What follows belongs to an exercise in optimizing a design on an open flow for small area; a production flow would make more cautious choices. The RTL of this run was laid out without a check of its function. Power is estimated from default activity; no workload was simulated.

[flow/design.v]
module clk_1s(clk,rst,CP);
input clk,rst;
output reg CP;
reg [27:0]count1s;
parameter  T1=28'd11999999;
always @(posedge clk or negedge rst)
 if (!rst)
	     begin
	     count1s<=28'd0;
	     CP<=1'b0;
	     end
	else  if (count1s==T1)
				begin
				CP<=~CP;
				count1s<=28'd0;
				end
			else  count1s<=count1s+28'b1;
endmodule
module clk_1us(clk,rst,CP,tick);
input clk,rst;
output reg CP;
output tick;
reg [7:0]count1us;
parameter  T1=7'd11;
assign tick = (count1us==T1) && !CP;
always @(posedge clk or negedge rst)
 if (!rst)
       begin
	     count1us<=7'd0;
	     CP<=1'b0;
		 end
	else  if (count1us==T1)
				begin
				CP<=~CP;
				count1us<=7'd0;
				end
			else
			   begin
			   count1us<=count1us+7'b1;
 			end
endmodule
module clk_1ms(clk,rst,CP,tick);
input clk,rst;
output reg CP;
output tick;
reg [27:0]count1ms;
parameter  T1=28'd11999;
assign tick = (count1ms==T1) && !CP;
always @(posedge clk or negedge rst)
 if (!rst)
	     begin
	     count1ms<=28'd0;
	     CP<=1'b0;
	     end
	else  if (count1ms==T1)
				begin
				CP<=~CP;
				count1ms<=28'd0;
				end
			else  count1ms<=count1ms+28'b1;
endmodule
module ds18b20_test(clk,rst,ce,ds_in,ds_out,ds_oe,data,Flag_CmdSET);
input clk;
input rst;
input ce;
input ds_in;
output reg ds_out;
output reg ds_oe;		
output	reg [11:0]data;
output   reg Flag_CmdSET;
reg	[19:0]tempre_temp;
parameter state_0  = 0;
parameter state_1  = 1;
parameter state_2  = 2;  
parameter state_3  = 3;
parameter state_4  = 4;
parameter state_5  = 5;
parameter state_6  = 6;
parameter state_7  = 7;
parameter state_8  = 8;
parameter state_9  = 9;
parameter state_10  = 10;
parameter state_11  = 11;
parameter state_12  = 12;
parameter state_13  = 13;
parameter state_14  = 14;
parameter state_15  = 15;
parameter state_16  = 16;
parameter state_17  = 17;
reg Flag_Rst;         		
reg [4:0] Rststate;       
reg [10:0] CountRstStep;   
task Rst_DS18B20;				
	begin
	 case(Rststate)
	 state_0 :          
			 begin
			  Flag_Rst <= 0;       
			  begin ds_out <= 1; ds_oe <= 1'b1; end       
			  CountRstStep <= 0;		  
			  Rststate <= state_1;
			 end 
	 state_1 :
			 begin
			  begin ds_out <= 0; ds_oe <= 1'b1; end       
			  if(CountRstStep > 600)     
				  begin
					CountRstStep <= 0;    
					Rststate <= state_2;    
				    begin ds_out <= 1; ds_oe <= 1'b1; end      
				  end 
			  else 
				  begin   
					CountRstStep <= CountRstStep + 1'b1; 
					Rststate <= state_1;   
				  end
			 end 
	 state_2 :         
			 begin
				  if(CountRstStep > 60)    
					  begin
						CountRstStep <= 0;    
						Rststate <= state_3;
					  end
				  else
					  begin
						CountRstStep <= CountRstStep +1'b1;
						Rststate <= state_2;   
					  end  
			 end
	 state_3 :
			 begin
			  ds_oe <= 1'b0;       
			  Rststate <= state_4;
			 end
	 state_4 :
			 begin
				  if(CountRstStep > 6) 
					  begin
						CountRstStep <= 0;   
						Rststate <= state_5;
					  end
				  else
					  begin
						CountRstStep <= CountRstStep +1'b1;
						Rststate <= state_4; 
					  end  
			 end
	 state_5 :
			 begin
				  if(ds_in == 1'b0)     
						  begin
							CountRstStep <= 0;
							Rststate <= state_6;    
						  end
				  else
						begin
						CountRstStep <= 0;
						Rststate <= state_9;   
						end
			 end
	 state_6 :
		begin
			if(CountRstStep == 240)			
				  begin
					CountRstStep <= 0;
					Rststate <= state_7;  
				  end
			  else
				  begin
					CountRstStep <= CountRstStep + 1'b1;
					Rststate <= state_6;  
				  end
		end
	 state_7 :
			 begin
			  if(ds_in == 1'b1)
				  begin
					Rststate <= state_8;  
				  end
			  else
				  begin
					Rststate <= state_0;  
				  end
			 end 
	 state_8 :
			 begin
			  Flag_Rst <= 1;      
			  CountRstStep <= 0;
			  begin ds_out <= 1'b1; ds_oe <= 1'b1; end
			  Rststate <= state_0;     
			 end
	state_9 :
			 begin
				if(CountRstStep > 300)
					begin
					 CountRstStep <= 0;
					 Rststate <= state_0;
					end
				else
					begin
					 CountRstStep <= CountRstStep + 1'b1;
					 Rststate <= state_9;
					end 
			end
	 default :
			 begin
			  CountRstStep <= 0;
			  Rststate <= state_0;      
			 end 
	 endcase
	end
endtask 
reg[4:0] i;     				
reg Flag_Write;       		
reg[4:0] WrState;       	
task Write_DS18B20;			
	input [7:0] dcmd;       
	reg	[7:0] indcmd;
	begin	
		 case(WrState)
			 state_0 :
				 begin
					Flag_Write <= 0;      
					WrState <= state_1; 
					indcmd <= dcmd;
					begin ds_out <= 1'b1; ds_oe <= 1'b1; end	
					i <= 0; 
				 end
			 state_1 :
				 begin 
					if(i < 8)
						begin
							wBit_DS18B20(dcmd[i]); 
							if(Flag_wBit)  
								begin
								 i <= i + 1'b1;      
								end
							WrState <= state_1;    
					  end
				  else         
						begin
						WrState <= state_2;    
						i <= 5'd0;
						end 
				 end
			 state_2 :
				begin
				begin ds_out <= 1'b1; ds_oe <= 1'b1; end
				WrState <= state_3;
				end
			 state_3 :
				begin
				WrState <= state_4;
				end
			state_4:
				 begin
				  Flag_Write <= 1'b1;      
				  indcmd <= 0;
				  WrState <= state_0;
				 end
			 default :
				 begin
					Flag_Write <= 1'b0;
					WrState<=state_0;
					Flag_Write <= 1'b0;
				 end
		 endcase
	end
endtask 
reg Flag_wBit;         		
reg[4:0] WriteBitstate;    
reg[7:0] CountWbitStep;    
task wBit_DS18B20;			
input wiBit;          
	begin 
		 case(WriteBitstate)
		 state_0 :
			 begin
			  Flag_wBit <= 1'b0;      
			  begin ds_out <= 1'b0; ds_oe <= 1'b1; end       			  
			  CountWbitStep <= 8'd0;
			  WriteBitstate <= state_1;
			 end 
		 state_1 :
			 begin
			  if(CountWbitStep>15)
				begin
				  CountWbitStep<=8'd0;
				  WriteBitstate <= state_2;
				end
			  else
				begin
					CountWbitStep<=CountWbitStep+1'b1;
					WriteBitstate <= state_1;
				end
			 end 
		 state_2 :
			 begin
				if(wiBit)
					begin
					begin ds_out <= 1; ds_oe <= 1'b1; end
					WriteBitstate <= state_3;
					end
				else
					begin
					begin ds_out <= 0; ds_oe <= 1'b1; end
					WriteBitstate <= state_3;
					end
			 end
		 state_3 :
				begin
				  if(CountWbitStep >= 60)     
					  begin
						CountWbitStep <= 0;
						WriteBitstate <= state_4;
					  end
				  else
					  begin
						CountWbitStep <= CountWbitStep + 1'b1; 
						WriteBitstate <= state_3;
					  end				  
				end 
		 state_4 :
			 begin
			 begin ds_out <= 1; ds_oe <= 1'b1; end
			 WriteBitstate <= state_5;
			 end
		 state_5 :
			 begin
			  if(CountWbitStep >= 3)     
				  begin
					CountWbitStep <= 0;
					WriteBitstate <= state_6;
				  end
			  else
				  begin
					CountWbitStep <= CountWbitStep + 1'b1;
					WriteBitstate <= state_5;
				  end
			 end 
		 state_6 :         
			 begin
			  Flag_wBit <= 1;    
			  CountWbitStep <= 0;
			  WriteBitstate <= state_0;
			 end
		 default :
			 begin
			  Flag_wBit <= 0;
			  CountWbitStep <= 0;
			  WriteBitstate <= state_0; 
			 end 
		endcase
	end
endtask
reg[3:0] j;
reg[7:0] ResultDS18B20; 	
reg Flag_Read;         		
reg [15:0] Readstate;      
task Read_DS18B20;					
	begin
		 case(Readstate)
			 state_0 :
				 begin
				  Flag_Read <= 0;      
				  Readstate <= state_1;
				  j <= 0;
				 end
			 state_1 :
				 begin
					  rBit_DS18B20;
					  if(Flag_rBit)
						  begin
								if(temp)
								begin
								ResultDS18B20 = ResultDS18B20 | 8'b10000000;
								end
								if(j < 7)
									begin
									 ResultDS18B20 = ResultDS18B20 >> 1; 
									 j <= j + 1'b1;
									 Readstate <= state_1;
									end 
								else
									begin
									 Readstate <= state_2;   
									 j <= 0;
									end   
						  end
					  else Readstate <= state_1;  
				 end
			 state_2 : 
				 begin
				  Flag_Read <= 1;       
				  Readstate <= state_0;
				 end
			 default : 
				 begin
				  Flag_Read <= 0;
				  Readstate <= state_0;
				 end
		 endcase
	end 
endtask  
reg Flag_rBit,temp;       
reg[15:0] ReadBitstate;   
reg[15:0] CountRbitStep;    
task rBit_DS18B20;			
	begin
		 case(ReadBitstate)
				 state_0 :
					 begin
					  Flag_rBit <= 1'b0;      
					  begin ds_out <= 1'b0; ds_oe <= 1'b1; end      
					  CountRbitStep <= 16'd0;
					  ReadBitstate <= state_1;
					 end
				 state_1 :
					 begin
						if(CountRbitStep >= 2)   
							begin
							begin ds_out <= 1'b1; ds_oe <= 1'b1; end     
							CountRbitStep <= 0;		
							ReadBitstate <= state_2;			
							end
						else
							begin
							CountRbitStep <= CountRbitStep + 1'b1;	
							ReadBitstate <= state_1;
							end  
					 end
				state_2 :
					 begin
					 if(CountRbitStep >= 4)     
							begin	
							ds_oe <= 1'b0;     
							CountRbitStep <= 16'd0; 			
							ReadBitstate <= state_3;
							end
						else
							begin
							CountRbitStep <= CountRbitStep + 1'b1;		
							ReadBitstate <= state_2;
							end  
					 end
				state_3 :
					 begin
						  if(CountRbitStep >= 2)     
							  begin
							  if(ds_in)				
								begin
									temp <= 1'b1;    
									data<=data+1'b1;	
									end
								else 
									begin
									temp <= 1'b0;      
								end
								CountRbitStep <= 16'd0;
								ReadBitstate <= state_4;
							  end
						  else
								  begin
									CountRbitStep <= CountRbitStep + 1'b1;		
									ReadBitstate <= state_3;   
								  end
					 end
				state_4 :
					 begin
					  if(CountRbitStep >= 60)     
						  begin
							CountRbitStep <= 16'd0;
							ReadBitstate <= state_5; 
						  end
					  else
						  begin
							CountRbitStep <= CountRbitStep + 1'b1;
							ReadBitstate <= state_4; 
						  end     
					 end
				state_5 :
					 begin
					  begin ds_out <= 1'b1; ds_oe <= 1'b1; end            
					  Flag_rBit <= 1'b1;       
					  CountRbitStep <= 16'd0;
					  ReadBitstate <= state_0; 
					 end
				default :
					 begin
					  Flag_rBit <= 1'b0;
					  CountRbitStep <= 16'd0;
					  ReadBitstate <= state_0;  
					 end
		 endcase
	end 
endtask 
reg [15:0] CmdSETstate;
reg [15:0] Count65535;
reg [3:0] Count12;
reg [7:0] Resultl,Resulth;
reg	[15:0]Result_all;
task CmdSETDS18B20;			
	begin
		 case(CmdSETstate)			 			 
		 state_0 :
			 begin
			  Flag_CmdSET <= 0;
			  Rst_DS18B20;
			  if(!Flag_Rst)	  
				  begin
				  CmdSETstate <= state_0;
				  end			  
			  else 
				begin
				CmdSETstate <= state_1;
				end
			 end
		 state_1 :
			 begin
			  Write_DS18B20(8'hCC);
			  if(!Flag_Write)CmdSETstate <= state_1;
			  else CmdSETstate <= state_2;
			 end
		 state_2 : 
			 begin
			  Write_DS18B20(8'h44);
			  if(!Flag_Write)CmdSETstate <= state_2;
			  else CmdSETstate <= state_3;
			 end
		 state_3 :														
		 begin														
			  if(Count65535 == 16'd249)									
				  begin
					Count65535 <= 0;
					CmdSETstate <= state_4;
				  end
			  else
				  begin
					Count65535 <= Count65535 + 1'b1;
					CmdSETstate <= state_3;
				  end    
			 end
		 state_4 :
			 begin
			  if(Count12 == 13)
				  begin
					Count12 <= 0;
					CmdSETstate <= state_5;
				  end
			  else
			  begin
				Count12 <= Count12 + 1'b1;
				CmdSETstate <= state_3;
			  end   
			 end  
		 state_5 :
			 begin
				Rst_DS18B20;
				if(!Flag_Rst)
					CmdSETstate <= state_5;
				else 
					begin
					CmdSETstate <= state_6;
					end
			 end		 
		 state_6 :
			 begin
			  Write_DS18B20(8'hcc);
			  if(!Flag_Write)CmdSETstate <= state_6;
			  else CmdSETstate <= state_7;
			 end 
		 state_7 : 
			 begin
				Write_DS18B20(8'hbe);
			  if(!Flag_Write)CmdSETstate <= state_7;
			  else CmdSETstate <= state_8;
			 end 
		 state_8 :
			 begin		
			  Read_DS18B20;
			  if(!Flag_Read)CmdSETstate <= state_8;
			  else
				  begin
					Resultl = ResultDS18B20;
				   ResultDS18B20 <= 8'b00000000;
					CmdSETstate <= state_9;
				  end 
			 end  
		 state_9 :
			 begin
			  Read_DS18B20;
			  if(!Flag_Read)CmdSETstate <= state_9;
			  else
			  begin
				Resulth = ResultDS18B20;
				ResultDS18B20 <= 8'b00000000;
				CmdSETstate <= state_10;
			  end 
			 end  
		 state_10 :
			 begin
			  Result_all=Resulth;
			  Result_all=Result_all<<8;
			  Result_all=Result_all|Resultl;
			  tempre_temp=Result_all;
			  tempre_temp=tempre_temp*10;		
			  data<=tempre_temp/16;
			  CmdSETstate <= state_11;
			 end 
		 state_11 : 
			 begin
			  Flag_CmdSET <= 1;
			  CmdSETstate <= state_0;
			 end
		 default :
			 begin
			  Flag_CmdSET <= 0;
			  CmdSETstate <= state_0; 
			 end
		 endcase
	end
endtask
always@(posedge clk or negedge rst)
begin
	if(!rst)
	begin
		data <= 12'd0;
		tempre_temp <= 20'd0;
		Flag_Rst <= 1'b0;
		Rststate <= 5'd0;
		CountRstStep <= 11'd0;
		i <= 5'd0;
		Flag_Write <= 1'b0;
		WrState <= 5'd0;
		Flag_wBit <= 1'b0;
		WriteBitstate <= 5'd0;
		CountWbitStep <= 8'd0;
		j <= 4'd0;
		ResultDS18B20 <= 8'd0;
		Flag_Read <= 1'b0;
		Readstate <= 16'd0;
		Flag_rBit <= 1'b0;
		temp <= 1'b0;
		ReadBitstate <= 16'd0;
		CountRbitStep <= 16'd0;
		CmdSETstate <= 16'd0;
		Count65535 <= 16'd0;
		Count12 <= 4'd0;
		Resultl <= 8'd0;
		Resulth <= 8'd0;
		Result_all <= 16'd0;
		Flag_CmdSET <= 1'b0;
		ds_out <= 1'b1;
		ds_oe <= 1'b0;
	end
	else if(ce)
	CmdSETDS18B20;
end
endmodule
module key_rc(clk,rst,ce,key1,key2,key3,key1_out,key2_out,key3_out);
input		clk;
input		rst;
input		ce;				
input		key1;
input		key2;
input		key3;
output	reg	key1_out;
output	reg	key2_out;
output	reg	key3_out;
parameter state_0  = 0;
parameter state_1  = 1;
parameter state_2  = 2;
parameter state_3  = 3;
parameter state_4  = 4;
parameter state_5  = 5;
parameter state_6  = 6;
parameter state_7  = 7;
parameter state_8  = 8;
parameter state_9  = 9;
reg	[3:0]key_state;  
reg	[7:0]key_count;
reg	[2:0]key_value;
always @(posedge clk or negedge rst)
	if(!rst)
	begin
		key1_out<=1'b0;
		key2_out<=1'b0;
		key3_out<=1'b0;
		key_state<=4'd0;
		key_count<=8'd0;
		key_value<=3'd0;
	end
	else if(ce)
	begin
		case(key_state)
		 state_0 :          
				 begin
				 if(key1&key2&key3)
						key_state<=state_0;
					 else					 
						key_state<=state_1;
				 end 
		 state_1 :
				 begin
					if(key_count > 20) 
						begin
						 key_count <= 0;
						 key_state <= state_2;
						end
					else
						begin
						 key_count <= key_count + 1'b1;			
						 key_state <= state_1;
						end 
				 end 
		 state_2 :         
				 begin
					if(key1&key2&key3)   
						key_state<=state_0;
					 else					 
						key_state<=state_3;
				 end
		 state_3 :
				 begin
					if		 ((!key1)&key2&key3)
						key_value<=2'd1;
					else if(key1&(!key2)&key3)
						key_value<=2'd2;
					else if(key1&key2&(!key3))
						key_value<=2'd3;
					key_state<=state_4;
				 end
		 state_4 :					
				begin
					if(!(key1&key2&key3)) 
							key_state<=state_4;
					else					 
							key_state<=state_5;
				end
		state_5 :
				 begin
					if		 (1==key_value)
						key1_out<=1'b1;
					else if(2==key_value)
						key2_out<=1'b1;
					else if(3==key_value)
						key3_out<=1'b1;
					key_value<=2'd0;			
					key_state<=state_6;
				 end
		state_6 :
				 begin
					key_state<=state_7;		
				 end
		state_7 :
				 begin
					if(key_count > 2)
						begin
						 key_count <= 0;
						 key_state <= state_8;
						end
					else
						begin
						 key_count <= key_count + 1'b1;
						 key_state <= state_7;
						end 
				end
		 state_8 :
				 begin
						key1_out<=1'b0;
						key2_out<=1'b0;
						key3_out<=1'b0;
						key_state<=state_9;
				 end
		 state_9 :
				 begin
					key_state<=state_0;
				 end	
		default :
				 begin
					key_state<=state_0;  
				 end 
		endcase
	end
endmodule 
module	data_change(clk,rst,key1_in,key2_in,key3_in,data_warn,show_flag,flash_flag);
input	clk;
input	rst;
input	key1_in;
input	key2_in;
input	key3_in;
output	reg [11:0]data_warn;
output	reg show_flag;
output	reg	[2:0]flash_flag;
wire	ev3 = key3_in &&(!key1_in);
wire	ev1 = key1_in &&(!key3_in);
reg	ev3_d, ev2_d, ev1_d;
wire	rise3 = ev3 && !ev3_d;
wire	rise2 = key2_in && !ev2_d;
wire	rise1 = ev1 && !ev1_d;
always @(posedge clk or negedge rst)
	if(!rst)
		begin
		ev3_d<=1'b0;
		ev2_d<=1'b0;
		ev1_d<=1'b0;
		end
	else
		begin
		ev3_d<=ev3;
		ev2_d<=key2_in;
		ev1_d<=ev1;
		end
always @(posedge clk or negedge rst)
	if(!rst)
	show_flag<=1'b0;
	else if(rise3)
	begin
	show_flag<=~show_flag;
	end
always @(posedge clk or negedge rst)
	if(!rst)
	data_warn<=12'd200;
	else if(rise2)
	begin
	if(show_flag)
		begin
		case(flash_flag)
		2'd0:
				begin
					if(data_warn%10==9)
						data_warn<=data_warn-12'd9;
					else
					data_warn<=data_warn+12'd1;
				end
			2'd1:
				begin
					if(data_warn/10%10==9)
						data_warn<=data_warn-12'd90;
					else
					data_warn<=data_warn+12'd10;
				end
			2'd2:
				begin
					if(data_warn/100==9)
						data_warn<=data_warn-12'd900;
					else
					data_warn<=data_warn+12'd100;
				end
			endcase
		end
	end
always @(posedge clk or negedge rst)
	if(!rst)
	flash_flag<=3'b0;
	else if(rise1)
	begin
	if(show_flag)
		begin
			begin
			if(flash_flag==2)
			flash_flag<=3'b0;
			else
			flash_flag<=flash_flag+3'd1;
			end
		end
	end
endmodule
module led_show(clk,rst,ce,flash_flag,show_flag,clk_1ms,cs,data_warn,data_show,data,sta_p1,sta_p2,p_data,i_data,d_data,pid_show,pid_lock);
input		clk;
input		rst;
input		ce;
input		clk_1ms;			
input		show_flag;		
input		[2:0]flash_flag;
input		[11:0]data_show;			
input		[11:0]data_warn;	
input    [9:0]p_data;
input    [9:0]i_data;
input    [9:0]d_data;
input    [1:0]pid_show;		
output	reg[3:0]cs;			
output	reg[7:0]data;		
output   reg[7:0]sta_p1;
output   reg[7:0]sta_p2;
output   reg pid_lock;
parameter	SEG_NUM0	=8'hC0,		
				SEG_NUM1	=8'hF9,		
				SEG_NUM2	=8'hA4,	
				SEG_NUM3	=8'hB0,	
				SEG_NUM4	=8'h99,	
				SEG_NUM5	=8'h92,	
				SEG_NUM6	=8'h82,	
				SEG_NUM7	=8'hF8,	
				SEG_NUM8	=8'h80,	
				SEG_NUM9	=8'h90,	
				SEG_DU   =8'hFF,	
				SEG_C    =8'hFF,	
				SEG_P    =8'h8C,                                                                                          
				SEG_I    =8'hCF,  
				SEG_D    =8'hA1,  
				SEG_NULL =8'hFF;			
reg			[2:0]cs_count;			
reg			[3:0]data_in;			
reg			[9:0]flash_count;		
reg			flash_single_flag;
reg         [9:0]pid_count; 
reg         [3:0]sta_p1_in;
reg         [3:0]sta_p2_in;
reg         [7:0]data_dp;
always@(posedge clk or negedge rst)
	if(!rst)
	begin
		cs=4'd0;
		data=8'd0;
		sta_p1=8'd0;
		sta_p2=8'd0;
		pid_lock<=1'b0;
		cs_count<=3'd0;
		data_in=4'd0;
		flash_count<=10'd0;
		flash_single_flag<=1'b0;
		pid_count<=10'd0;
		sta_p1_in<=4'd0;
		sta_p2_in<=4'd0;
	end
	else if(ce)
	begin
	if(pid_show==2'b00 && pid_lock==1'b0)
		  begin
				if(!show_flag)		
					begin
						if(cs_count==2)
							cs_count<=0;
						else
							cs_count<=cs_count+8'd1;
						data_dp=data+8'h80;
						case(cs_count[2:0])
						3'd0:
							begin
							cs[3:0]=8'b0111;						
							data_in[3:0]=data_show/100;		
							if(data_in==0) 
							begin
								data_in=8'd10;
							end
							end 
						3'd1:			
							begin
							cs[3:0]=8'b1011;											
							data_in[3:0]=data_show/10%10;	
							end 
						3'd2:
							begin	
							cs[3:0]=8'b1101;						
							data_in[3:0]=data_show%10;		
							end
						default:data_in[3:0]=0;
						endcase
						case(data_in[3:0])
							8'd0:data[7:0]=SEG_NUM0;
							8'd1:data[7:0]=SEG_NUM1;
							8'd2:data[7:0]=SEG_NUM2;
							8'd3:data[7:0]=SEG_NUM3;
							8'd4:data[7:0]=SEG_NUM4;
							8'd5:data[7:0]=SEG_NUM5;
							8'd6:data[7:0]=SEG_NUM6;
							8'd7:data[7:0]=SEG_NUM7;
							8'd8:data[7:0]=SEG_NUM8;
							8'd9:data[7:0]=SEG_NUM9;
							8'd10:data[7:0]=SEG_NULL;
							default:data[7:0]=0;
						endcase
						if(cs_count==1)
							data=data_dp;
					end
				else					
					begin
						if(flash_count==10'd500)  
							begin
							flash_count<=0;
							flash_single_flag<=~flash_single_flag;
							end
						else
							flash_count<=flash_count+1'b1;
						case(cs_count[2:0])
						3'd0:
							begin
							if((flash_flag==2)&&(!flash_single_flag))
							cs[3:0]=8'b1111;
							else
							cs[3:0]=8'b0111;						
							data_in[3:0]=data_warn/100;		
							if(data_in==0) 
							begin
							   data_in=8'd10;
							end
							end 
						3'd1:			
							begin
							if((flash_flag==1)&&(!flash_single_flag))
							cs[3:0]=8'b1111;
							else
							cs[3:0]=8'b1011;												
							data_in[3:0]=data_warn/10%10;	
							end 
						3'd2:
							begin
							if((flash_flag==0)&&(!flash_single_flag))
							cs[3:0]=8'b1111;
							else
							cs[3:0]=8'b1101;						
							data_in[3:0]=data_warn%10;		
							end
						default:data_in[3:0]=0;
						endcase
						case(data_in[3:0])
							8'd0:data[7:0]=SEG_NUM0;
							8'd1:data[7:0]=SEG_NUM1;
							8'd2:data[7:0]=SEG_NUM2;
							8'd3:data[7:0]=SEG_NUM3;
							8'd4:data[7:0]=SEG_NUM4;
							8'd5:data[7:0]=SEG_NUM5;
							8'd6:data[7:0]=SEG_NUM6;
							8'd7:data[7:0]=SEG_NUM7;
							8'd8:data[7:0]=SEG_NUM8;
							8'd9:data[7:0]=SEG_NUM9;
							8'd10:data[7:0]=SEG_NULL;
							default:data[7:0]=0;
						endcase
						if(cs_count==2)
							cs_count<=0;
						else
							cs_count<=cs_count+8'd1;
				 		if(cs_count==1)
							data=data+8'h80;		
					end
					sta_p1[7:0]=SEG_DU;
					sta_p2[7:0]=SEG_C;
			end
	else 
		  begin
		   case(pid_show[1:0])
		   2'd1:
		      begin
		         cs[3:0]=8'b0111;					
				   data[7:0]=SEG_P;
				   sta_p1_in[3:0]<=p_data/10;
				   sta_p2_in[3:0]<=p_data%10;
		      end
		   2'd2:
		      begin
		         cs[3:0]=8'b0111;					
				   data[7:0]=SEG_I;
				   sta_p1_in[3:0]<=i_data/10;
				   sta_p2_in[3:0]<=i_data%10;
		      end
		   2'd3:
		      begin
		         cs[3:0]=8'b0111;					
				   data[7:0]=SEG_D;
				   sta_p1_in[3:0]<=d_data/10;
				   sta_p2_in[3:0]<=d_data%10;
		      end			
		   endcase
			case(sta_p1_in[3:0])
					8'd0:sta_p1[7:0]=SEG_NUM0;
					8'd1:sta_p1[7:0]=SEG_NUM1;
					8'd2:sta_p1[7:0]=SEG_NUM2;
					8'd3:sta_p1[7:0]=SEG_NUM3;
					8'd4:sta_p1[7:0]=SEG_NUM4;
					8'd5:sta_p1[7:0]=SEG_NUM5;
					8'd6:sta_p1[7:0]=SEG_NUM6;
					8'd7:sta_p1[7:0]=SEG_NUM7;
					8'd8:sta_p1[7:0]=SEG_NUM8;
					8'd9:sta_p1[7:0]=SEG_NUM9;
					default:sta_p1[7:0]=0;
				endcase
			case(sta_p2_in[3:0])
					8'd0:sta_p2[7:0]=SEG_NUM0;
					8'd1:sta_p2[7:0]=SEG_NUM1;
					8'd2:sta_p2[7:0]=SEG_NUM2;
					8'd3:sta_p2[7:0]=SEG_NUM3;
					8'd4:sta_p2[7:0]=SEG_NUM4;
					8'd5:sta_p2[7:0]=SEG_NUM5;
					8'd6:sta_p2[7:0]=SEG_NUM6;
					8'd7:sta_p2[7:0]=SEG_NUM7;
					8'd8:sta_p2[7:0]=SEG_NUM8;
					8'd9:sta_p2[7:0]=SEG_NUM9;
					default:sta_p2[7:0]=0;
				endcase
			if(pid_count==10'd1000)   
		   	begin
				   pid_count<=0;
					pid_lock<=0;
				end
			else
			   begin
					pid_count<=pid_count+1'b1;
					pid_lock<=1;
				end
		end	
	end		
endmodule
module work_unity(clk,rst,ce,data_changing,data_warn,ds_data,data_get_complete,p_para,i_para,d_para,heater_open,fan_open,work_c,high_len);
input clk;
input rst;
input ce;
input data_changing;  
input [11:0]data_warn;		
input	[11:0]ds_data;  		
input data_get_complete;	
input [9:0]p_para;			
input [9:0]i_para;
input [9:0]d_para;
output reg heater_open;   
output reg fan_open;      
output reg work_c;       
output reg signed[15:0]high_len;	
parameter state_0  = 0;
parameter state_1  = 1;
parameter state_2  = 2;
parameter state_3  = 3;
parameter state_4  = 4;
parameter state_5  = 5;
parameter state_6  = 6;
parameter state_7  = 7;
parameter state_8  = 8;
parameter state_9  = 9;
parameter state_10  = 10;
parameter state_11  = 11;
parameter state_12  = 12;
parameter state_13  = 13;
parameter state_14  = 14;
parameter state_15  = 15;
reg signed[15:0]hter_error;   
reg signed[15:0]hter_perror; 	
reg signed[15:0]hter_esum;    
reg signed[15:0]hter_d;
reg signed[15:0]hl;
reg [3:0]contCMD;
reg [15:0]Count20000;
reg [11:0]Count1000;
reg [3:0]Count50;
reg [11:0]cont_fin;
reg [3:0]judge;
always @(posedge clk or negedge rst)
begin
   if(!rst)
   begin
	    heater_open<=0;
	    fan_open<=0;
		 contCMD<=0;
		 work_c<=0;
		 hter_error=0;
		 hter_perror=0;
		 hter_esum=0;
		 hter_d=0;
		 high_len<=0;
		 judge<=0;
   end
   else if(!ce)
   begin
   end
   else if(!data_changing) 
	begin
      temp_cont;      
   end
	else					
	begin			
	    heater_open<=0;
		 contCMD<=0;
		 work_c<=0;
		 hter_error=0;
		 hter_perror=0;
		 hter_esum=0;
		 hter_d=0;
		 high_len<=0;
	end
end
task heater_get;
begin
	hter_perror=hter_error;
	if(data_warn>ds_data)
		hter_error=data_warn-ds_data;
	else
	   begin
		    hter_error=ds_data-data_warn;
          hter_error=hter_error*(-1);			 
		end
	if(hter_error<0)
	   begin
	      high_len<=0;
	   end
	else if(hter_error>0)
	      high_len<=1000;
			else
				begin	
				if(hter_error>=2)
					begin
						hter_esum=hter_error+hter_esum;
						end
				hter_d=hter_error-hter_perror;
				hl=hter_error*p_para+hter_esum*i_para/3+hter_d*d_para*100;
				if(hl>1000)
					begin
						hl=15'd1000;
					end
				else if(hl<0)
						begin	   
							hl=15'd0;
						end
				high_len<=hl;
			end
end
endtask
task temp_cont;
begin
      case(contCMD)
		state_0:
		begin
		   work_c<=0;
			fan_open<=0;
			if(data_warn>(ds_data+12'd10)||ds_data>(data_warn+12'd10)) contCMD<=state_1;
		end
		state_1:
		begin
		   work_c<=1;
		   if(ds_data==data_warn) contCMD<=state_2;
			heater_get;
		   if(ds_data>data_warn+1)
         begin		
 	   	   fan_open<=1;
				heater_open<=0;
         end
			else 
			    begin
			       fan_open<=0;
					 heater_open<=1;
			    end
		end
		state_2:
		begin
		   if(ds_data==data_warn)
			   begin
				   if(judge==16)
					   contCMD<=state_3;
					else
					   judge<=judge+1;
			   end
			else
			   begin
			      contCMD<=state_1;
			   end
		end
		state_3:
		begin
		   if(ds_data==data_warn)
			   begin
				   contCMD<=state_0;
					work_c<=0;
			   end
			else
			   begin
			      contCMD<=state_1;
			   end
		end
		endcase
end
endtask
endmodule 
module heatercontrol(clk,rst,ce,heater_open,high_len,heater_con);
input clk;
input rst;
input ce;
input heater_open;
input signed[15:0]high_len;
output reg heater_con;
reg [15:0]point_now;
always @(posedge clk or negedge rst)
begin
   if(!rst)
      begin
         heater_con<=1'b0;
         point_now<=16'd0;
      end
   else if(ce)
   begin
   if(heater_open==1)
      begin
	       if(point_now<high_len)
				begin
		        point_now<=point_now+16'd1;
		        heater_con<=1;
				end
	       else if(point_now<16'd1010)
		        begin
                 heater_con<=0;
				     point_now<=point_now+16'd1;
              end
		    else
	           begin
	              heater_con<=1;
				     point_now<=16'd0;
				  end
      end
	else
	   begin
			heater_con<=0;
	   end
   end
end
endmodule
module pid_parameter(clk,rst,ce,change_p,k_p,k_i,k_d,p_pa,i_pa,d_pa,pid_show);
input clk;
input rst;
input ce;
input change_p;
input k_p;
input k_i;
input k_d;
output reg [9:0]p_pa;
output reg [9:0]i_pa;
output reg [9:0]d_pa;
output reg [1:0]pid_show; 
parameter state_0  = 0;
parameter state_1  = 1;
parameter state_2  = 2;
parameter state_3  = 3;
parameter state_4  = 4;
parameter state_5  = 5;
parameter state_6  = 6;
parameter state_7  = 7;
parameter state_8  = 8;
parameter state_9  = 9;
reg	[3:0]key_state;
reg	[7:0]key_count;
reg	[2:0]key_value;
always @(posedge clk or negedge rst)
   if(!rst)
   begin
		p_pa<=10'd70;
		i_pa<=10'd10;
		d_pa<=10'd4;
		pid_show<=2'd0;
		key_state<=4'd0;
		key_count<=8'd0;
		key_value<=3'd0;
   end
   else if(ce && (~change_p))
   begin
		case(key_state)
		 state_0 :          
				 begin
					 if(k_p&k_i&k_d)
						key_state<=state_0;
					 else					
						key_state<=state_1;
				 end 
		 state_1 :
				 begin
					if(key_count > 20)
						begin
						 key_count <= 0;
						 key_state <= state_2;
						end
					else
						begin
						 key_count <= key_count + 1'b1;
						 key_state <= state_1;
						end 
				 end 
		 state_2 :         
				 begin
					if(k_p&k_i&k_d) 
						key_state<=state_0;
					 else					 
						key_state<=state_3;
				 end
		 state_3 :
				 begin
					if		 ((!k_p)&k_i&k_d)
						key_value<=2'd1;
					else if(k_p&(!k_i)&k_d)
						key_value<=2'd2;	
					else if(k_p&k_i&(!k_d))
						key_value<=2'd3;
					key_state<=state_4;
				 end
		 state_4 :						 
				begin
					if(!(k_p&k_i&k_d)) 
							key_state<=state_4;
					else					
							key_state<=state_5;
				end
		state_5 :
				 begin
					case(key_value[2:0])
					1:begin
					   if(p_pa==99)
						begin
						   p_pa<=0;
						end
    					p_pa<=p_pa+1;
						pid_show<=1;
					end
					2:begin
					   if(i_pa==99)
						begin
						   i_pa<=0;
						end
				   	i_pa<=i_pa+1;
						pid_show<=2;
					end
					3:begin
					   if(d_pa==99)
						begin
						   d_pa<=0;
						end
						d_pa<=d_pa+1;
					   pid_show<=3;
					end
	            endcase				
					key_value<=2'd0;	
					key_state<=state_6;
				 end
		state_6 :
				 begin
					key_state<=state_7;
				 end
		state_7 :
				 begin
					if(key_count > 20)
						begin
						 key_count <= 0;
						 key_state <= state_8;
						end
					else
						begin
						 key_count <= key_count + 1'b1;
						 key_state <= state_7;
						end 
				end
		 state_8 :
				 begin
				   pid_show<=0;
					key_state<=state_9;
				 end	
		 state_9 :
				 begin
					key_state<=state_0;
				 end	
		default :
				 begin
					key_state<=state_0;
				 end 
		endcase
	end
endmodule 
module Tempreture(clk,rst,ds_in,ds_out,ds_oe,led,cs,key1,key2,key3,key_p,key_i,key_d,static_p1,static_p2,work_status,show_flag_wire,heater_status,fan_status,heater_control,loopfin);
input		key1,key2,key3,key_p,key_i,key_d;
input		rst;
input		clk;
input		ds_in;
output	ds_out;
output	ds_oe;
output	[3:0]cs;
output	[7:0]led;
output   [7:0]static_p1;
output   [7:0]static_p2;
output   work_status;
output   show_flag_wire;
output   heater_status;
output   fan_status;
output  heater_control;
output loopfin;
wire clk_1ms_wire;
wire clk_1s_wire;
wire clk_1us_wire;
wire tick_1ms;
wire tick_1us;
wire [11:0]temp_data;
wire	[11:0]data_warn_wire;
wire	[2:0]flash_flag_wire;
wire key1_wire;
wire key2_wire;
wire key3_wire;
wire [15:0]mid_point;
wire [6:0]P_PARA;
wire [6:0]I_PARA;
wire [6:0]D_PARA;
wire [1:0]pid_show_wire;
wire pid_lock_wire;
reg loopfin_d;
always @(posedge clk or negedge rst)
	if(!rst)
		loopfin_d<=1'b0;
	else
		loopfin_d<=loopfin;
wire loopfin_rise = loopfin && !loopfin_d;
clk_1s U0(
			.clk(clk),
			.rst(rst),
			.CP(clk_1s_wire)
			);
clk_1us U1(
			.clk(clk),
			.rst(rst),
			.CP(clk_1us_wire),
			.tick(tick_1us)
			);
clk_1ms U2(
			.clk(clk),
			.rst(rst),
			.CP(clk_1ms_wire),
			.tick(tick_1ms)
			);
ds18b20_test U3(
				.clk(clk),
				.rst(rst),
				.ce(tick_1us),
				.ds_in(ds_in),
				.ds_out(ds_out),
				.ds_oe(ds_oe),
				.data(temp_data),
				.Flag_CmdSET(loopfin)
				);
key_rc	U4(
			.clk(clk),
			.rst(rst),
			.ce(tick_1ms),
			.key1(key1),
			.key2(key2),
			.key3(key3),
			.key1_out(key1_wire),
			.key2_out(key2_wire),
			.key3_out(key3_wire)
			);
data_change	U5(
				.clk(clk),
				.rst(rst),
				.key1_in(key1_wire),
				.key2_in(key2_wire),
				.key3_in(key3_wire),
				.data_warn(data_warn_wire),
				.show_flag(show_flag_wire),
				.flash_flag(flash_flag_wire)
				);
led_show	U6(
			.clk(clk),
			.rst(rst),
			.ce(tick_1ms),
			.flash_flag(flash_flag_wire),
			.show_flag(show_flag_wire),
			.clk_1ms(clk_1ms_wire),
			.cs(cs),
			.data_warn(data_warn_wire),
			.data_show(temp_data),
			.data(led),
			.sta_p1(static_p1),
			.sta_p2(static_p2),
			.p_data({3'b000,P_PARA}),
			.i_data({3'b000,I_PARA}),
			.d_data({3'b000,D_PARA}),
         .pid_show(pid_show_wire),
			.pid_lock(pid_lock_wire)
			);
work_unity U7(
			.clk(clk),
			.rst(rst),
			.ce(loopfin_rise),
			.data_changing(show_flag_wire),
			.data_warn(data_warn_wire),
			.ds_data(temp_data),
			.data_get_complete(loopfin),
			.p_para({3'b000,P_PARA}),
			.i_para({3'b000,I_PARA}),
			.d_para({3'b000,D_PARA}),
			.heater_open(heater_status),
			.fan_open(fan_status),
			.work_c(work_status),
			.high_len(mid_point)
			);
heatercontrol U8(
         .clk(clk),
			.rst(rst),
			.ce(tick_1us),
			.heater_open(heater_status),
			.high_len(mid_point),
			.heater_con(heater_control)
			);
wire [9:0]p_pa_full;
wire [9:0]i_pa_full;
wire [9:0]d_pa_full;
assign P_PARA = p_pa_full[6:0];
assign I_PARA = i_pa_full[6:0];
assign D_PARA = d_pa_full[6:0];
pid_parameter U9(
			.clk(clk),
			.rst(rst),
			.ce(tick_1ms),
			.change_p(show_flag_wire),
			.k_p(key_p),
			.k_i(key_i),
			.k_d(key_d),
			.p_pa(p_pa_full),
			.i_pa(i_pa_full),
			.d_pa(d_pa_full),
         .pid_show(pid_show_wire)
			);
endmodule
[flow/run.sh]
#!/bin/bash
# synth_recipe.tcl (not shown) runs the flow's synth.tcl, then flattens the netlist and writes it again
# the make line also repeats each setting of config.mk as NAME=value (left out here)
make -C /OpenROAD-flow-scripts/flow DESIGN_CONFIG=/design/flow/config.mk WORK_HOME=/design/flow/orfs CLKGATE_MAP_FILE= SYNTH_SCRIPT=/design/flow/synth_recipe.tcl finish
[flow/config.mk]
export PLATFORM = sky130hd
export DESIGN_NAME = Tempreture
export DESIGN_NICKNAME = Tempreture
export VERILOG_FILES = /design/flow/design.v
export SDC_FILE = /design/flow/constraint.sdc
export NUM_CORES = 4
export LEC_CHECK = 0
export CAP_MARGIN = 20
export CORE_MARGIN = 2
export CORE_UTILIZATION = 30
export SLEW_MARGIN = 20
[flow/constraint.sdc]
create_clock -name core_clock -period 25.0 [get_ports {clk}]
set_input_delay 5.0000 -clock core_clock [delete_from_list [all_inputs] [get_ports {clk}]]
set_output_delay 5.0000 -clock core_clock [all_outputs]
set_load 0.01 [all_outputs]
==> results.txt <==
==> Yosys cell counts, drive strengths merged, types with 23 or more instances <==
| library cell | n |
|---|---|
| a211oi | 53 |
| a21o | 118 |
| a21oi | 391 |
| a22o | 36 |
| a22oi | 31 |
| a311oi | 26 |
| a31oi | 92 |
| and2 | 135 |
| and3 | 71 |
| buf | 52 |
| clkbuf | 249 |
| dfrtp | 357 |
| fa | 207 |
| ha | 339 |
| inv | 380 |
| mux2 | 31 |
| mux2i | 82 |
| nand2 | 648 |
| nand2b | 101 |
| nand3 | 176 |
| nand4 | 77 |
| nor2 | 469 |
| nor2b | 144 |
| nor3 | 148 |
| nor4 | 60 |
| o211ai | 53 |
| o21a | 38 |
| o21ai | 464 |
| o21bai | 49 |
| o22ai | 36 |
| o311ai | 25 |
| o31ai | 66 |
| or2 | 23 |
| or3 | 41 |
| or4 | 25 |
| xnor2 | 308 |
| xor2 | 110 |
==> placed cells by master, fill, tap and decap left out, types with 134 or more instances in the layout <==
| cell type | synthesis | final |
|---|---|---|
| nand2_1 | 643 | 642 |
| nor2_1 | 469 | 469 |
| o21ai_0 | 436 | 435 |
| a21oi_1 | 382 | 381 |
| inv_1 | 374 | 374 |
| dfrtp_1 | 357 | 356 |
| ha_1 | 339 | 339 |
| xnor2_1 | 303 | 303 |
| fa_1 | 207 | 207 |
| nand3_1 | 175 | 175 |
| nor2b_1 | 144 | 144 |
| nor3_1 | 143 | 143 |
| and2_1 | 134 | 134 |
==> path summary, 6_finish.rpt <==
path                                            endpoint  slack (ns)  cells after the start
min                        U3.Count65535[15]$_DFFE_PN0P_        0.47                      1
max reg2reg                   U7.high_len[8]$_DFFE_PN0P_        2.10                     89
max in group asynchronous         U3.data[4]$_DFFE_PN0P_       18.59                      3
min reg2reg                U3.Count65535[15]$_DFFE_PN0P_        0.47                      1
max                           U7.high_len[8]$_DFFE_PN0P_        2.10                     89
min in group asynchronous       U2.count1ms[0]$_DFF_PN0_        4.28                      1
==> power by group <==
part	switching (uW)	leakage, uW	internal (uW)	total [uW]
Sequential	0.409	0.00503	595	595
Combinational	14.7	0.0164	3.32	18.1
Clock	287	0.000757	413	700
==> stage by stage <==
step / area [um^2] / setup slack (ns) / util, % / cells / power (uW)
after CTS: 52000 / 0.788 / 32.8 / 8081 / 1330
final: 52100 / 2.10 / 32.9 / 8084 / 1310
after floorplan: 47900 / 3.36 / - / 6096 / 609
after global routing: 52100 / 0.00452 / 32.9 / 8084 / 1360
after global placement: 50400 / 1.31 / 31.8 / 8000 / 625
after detailed placement: 50500 / 0.875 / 31.8 / 8000 / 625
==> flip-flops by register name, indices dropped and copies added, names as in the netlist, 10 cells and up <==
name              count
U5.data_warn         12
U8.point_now         16
U3.data              12
U3.CountRbitStep     16
U7.hter_error        14
U7.high_len          15
U3.Count65535        16
U7.hter_esum         16
U6.flash_count       10
U2.count1ms          28
U3.CountRstStep      11
U6.pid_count         10
==> repair_timing <==
| action | CTS | global route |
|---|---|---|
| setup endpoints to repair | 0 | 10 |
| gates resized for setup | 0 | 9 |
| buffers inserted | 0 | 3 |
==> layout make-up <==
cell class / instances / share of cell area, %
Timing Repair Buffer: 136 / 2.19
Clock inverter: 22 / 0.648
Sequential cell: 367 / 17.6
Multi-Input combinational cell: 5042 / 69.4
Clock buffer: 59 / 2.36
Inverter: 386 / 2.78
Tap cell: 2072 / 4.97
==> cells by family after synthesis <==
kind of cell	after synthesis	share of synthesized area [%]
xor gates and xnor gates	418	7.73
AOI/OAI and AO/OA	1763	24.6
muxes	113	2.45
buffers and inverters	687	5.55
DFF	367	19.2
and+or+nand+nor	2184	22.6
adders and majority gates	564	17.9
==> worst max-delay path: cells and delay by family, from the launching register on <==
family                     cells  cell delay (ns)
buffers and inverters         11             1.05
muxes                          2             0.92
DFF                            1             0.35
adders and majority gates     12             5.21
and+or+nand+nor               15             3.66
xor gates and xnor gates       9             1.67
AOI/OAI and AO/OA             40             9.91
==> layer usage <==
metal	wire [um]	vias to the layer above	global-route usage, %
met4	2370	0	3.33
met2	64400	1263	27.2
met3	7410	157	1.71
met5	0	-	0
li1	-	21600	-
met1	66300	21700	23.9
==> metrics list <==
- Status: finished clean
* Slowest Stage Delay on Critical Path: 0.99 ns
- TritonCTS built the clock tree.
* Floorplan die width: 404 um
* Routed via count divided by cell count: 5.53
* Remaining global-route overflow: 0
- The worst hold path begins at U3.Count65535[15]$_DFFE_PN0P_.
* Maximum net fanout on the critical path: 25
* Critical Path RT: 25.53 ns
* Post-route ant nets: 0
* Number of levels in the clock H-tree: 2
- The worst pin sits at a relative slew slack of 27.5%.
- Diode count: 0
- Setup skew after layout: 0.0564 ns
* Total wire length: 140 mm
- Sorting the synthesized cells by area gives the leading types as dfrtp_1 (19%), ha_1 (8.8%), fa_1 (8.6%).
* Maximum number of pins on one net before global-route repair: 79
* Count of input and output buffers: 44
- Yosys mapped a number of flops with a built-in enable equal to 0.
- Averaged over all synthesized cells, the footprint is 7.86 um^2.
- The count of final max-slew check failures is 0.
- Final hold violation count: 0
- Dividing total power by cell area gives a power density of 25.2 nW/um^2.
* Total die area: 163,000 um^2
- Cell accounting for the most synthesized area: dfrtp_1
- Summing over every cut layer, the via total after detailed routing is 44,700.
- Placement Rows: 146
* Total standard cell area after synthesis: 47,900 um^2
- The clock net in this run drives a total of 367 sinks.
* Total core area: 159,000 um^2
- The slowest stage of the critical path is the a2111oi_0 cell.
* Cells after synthesis: 6,096
- Period utilisation layout: 91.6%
* Sequential cell area in the final layout: 9200 um^2
- The tightest hold path in the finished design has a slack of 0.469 ns.
- Proportion of synthesized chip area in sequential cells: 19.2%
* Post-synth cell types: 131
- Total of max-cap violations: 0
- Critical path capture point type: flop
- Clock latency of the later-clocked register in the worst-skew pair: 0.62 ns
- In the synthesized netlist the async set-or-reset flop fraction comes to 100%.
- Number of global-route vias before repair: 42,500
* Arr. time, crit path: 23.44 ns
* Flip-flop and latch count after synthesis: 367
* Wire length per cell after detailed routing: 17.4 um
* Setup CP Type: flop to flop
- Once detailed placement completed, the half-perimeter wirelength came to 105 mm.
* Critical register-to-register path startpoint: U3.data[2]$_DFFE_PN0P_
- The number of antenna violations at the first check in global routing was 1.
* Remaining DRCs: 0
- The worst hold path belongs to the class flop to flop.
- Most used DFF post-synth: dfrtp_1
* Clock-pin slew on the worst setup and hold paths: 0.06 ns
- Unrepaired setup endpoints after global routing: false
- Setup violations remaining at the end of the flow were counted as 0.
* Maximum root-to-sink buffer count: 3
* Source of the critical timing path: U3.data[2]$_DFFE_PN0P_
- Starting density of the core: 30.2%
- Maximum clock rate: 43.7 MHz
* Clock tree root buffer cell: clkbuf_16
* Transition time of the tightest slew-check pin: 1.06 ns
- Synthesized netlist net count: 6,651
- Global routing used 16.7% of the available tracks.
- Post-synthesis to final-layout area growth: 8.72%
- For this design the static power due to leakage is 0.0222 uW.
- Summing all multi-input logic gate instances after layout gives 36,200 um^2.
- Detailed Route Iter0 Violations: 3,659
- Number of warnings issued by yosys: 11
- Across the VDD grid, the largest voltage drop is 0.0398 mV.
* Total I/O pin count: 45
- Final critical-path required period: 22.90 ns
- Final Net Count: 6,532
- Count of filler cells inserted in the layout: 16,600
- Summed over its instances, the top area cell type makes up 18.6% of the synthesized netlist area.
* Count of TritonRoute iterations in the first routing pass: 6
- In the final layout, the share of cells above drive strength 1 is 5.72%.
* Count of hold buffers inserted by post-cts repair: 0
- Last weighted congestion value of the routability-driven placer: 0.930
- TritonCTS created 44 clock buffers.
- Post-Route Setup TNS: 0 ns
* Y dimension of the die: 404 um
- First-pass GRT wire length: 229 mm
- The worst setup path is launched from a flop.

-- port drivers added, routing unchanged --
The results above use ideal ports. As a check the final layout listed here was re-extracted and re-timed, cells and wires unchanged. Step 1 assumes that a clkbuf_16 drives the clock port and a buf_2 every other input. Step 2 also shifts input and output timing later by t, the mid clock arrival at the registers, as if the neighbouring blocks saw the same clock. Slacks: no drivers / after step 1 / after step 2; pairs: no drivers / after step 1.
t, ns: 0.673
setup slack, ns: 2.098 / 2.098 / 2.098
worst setup path after step 2: register to register
After both steps this run still meets setup and hold. For this run, drivers alone change the setup slack by 0.000 ns; drivers and shift together by 0.000 ns.
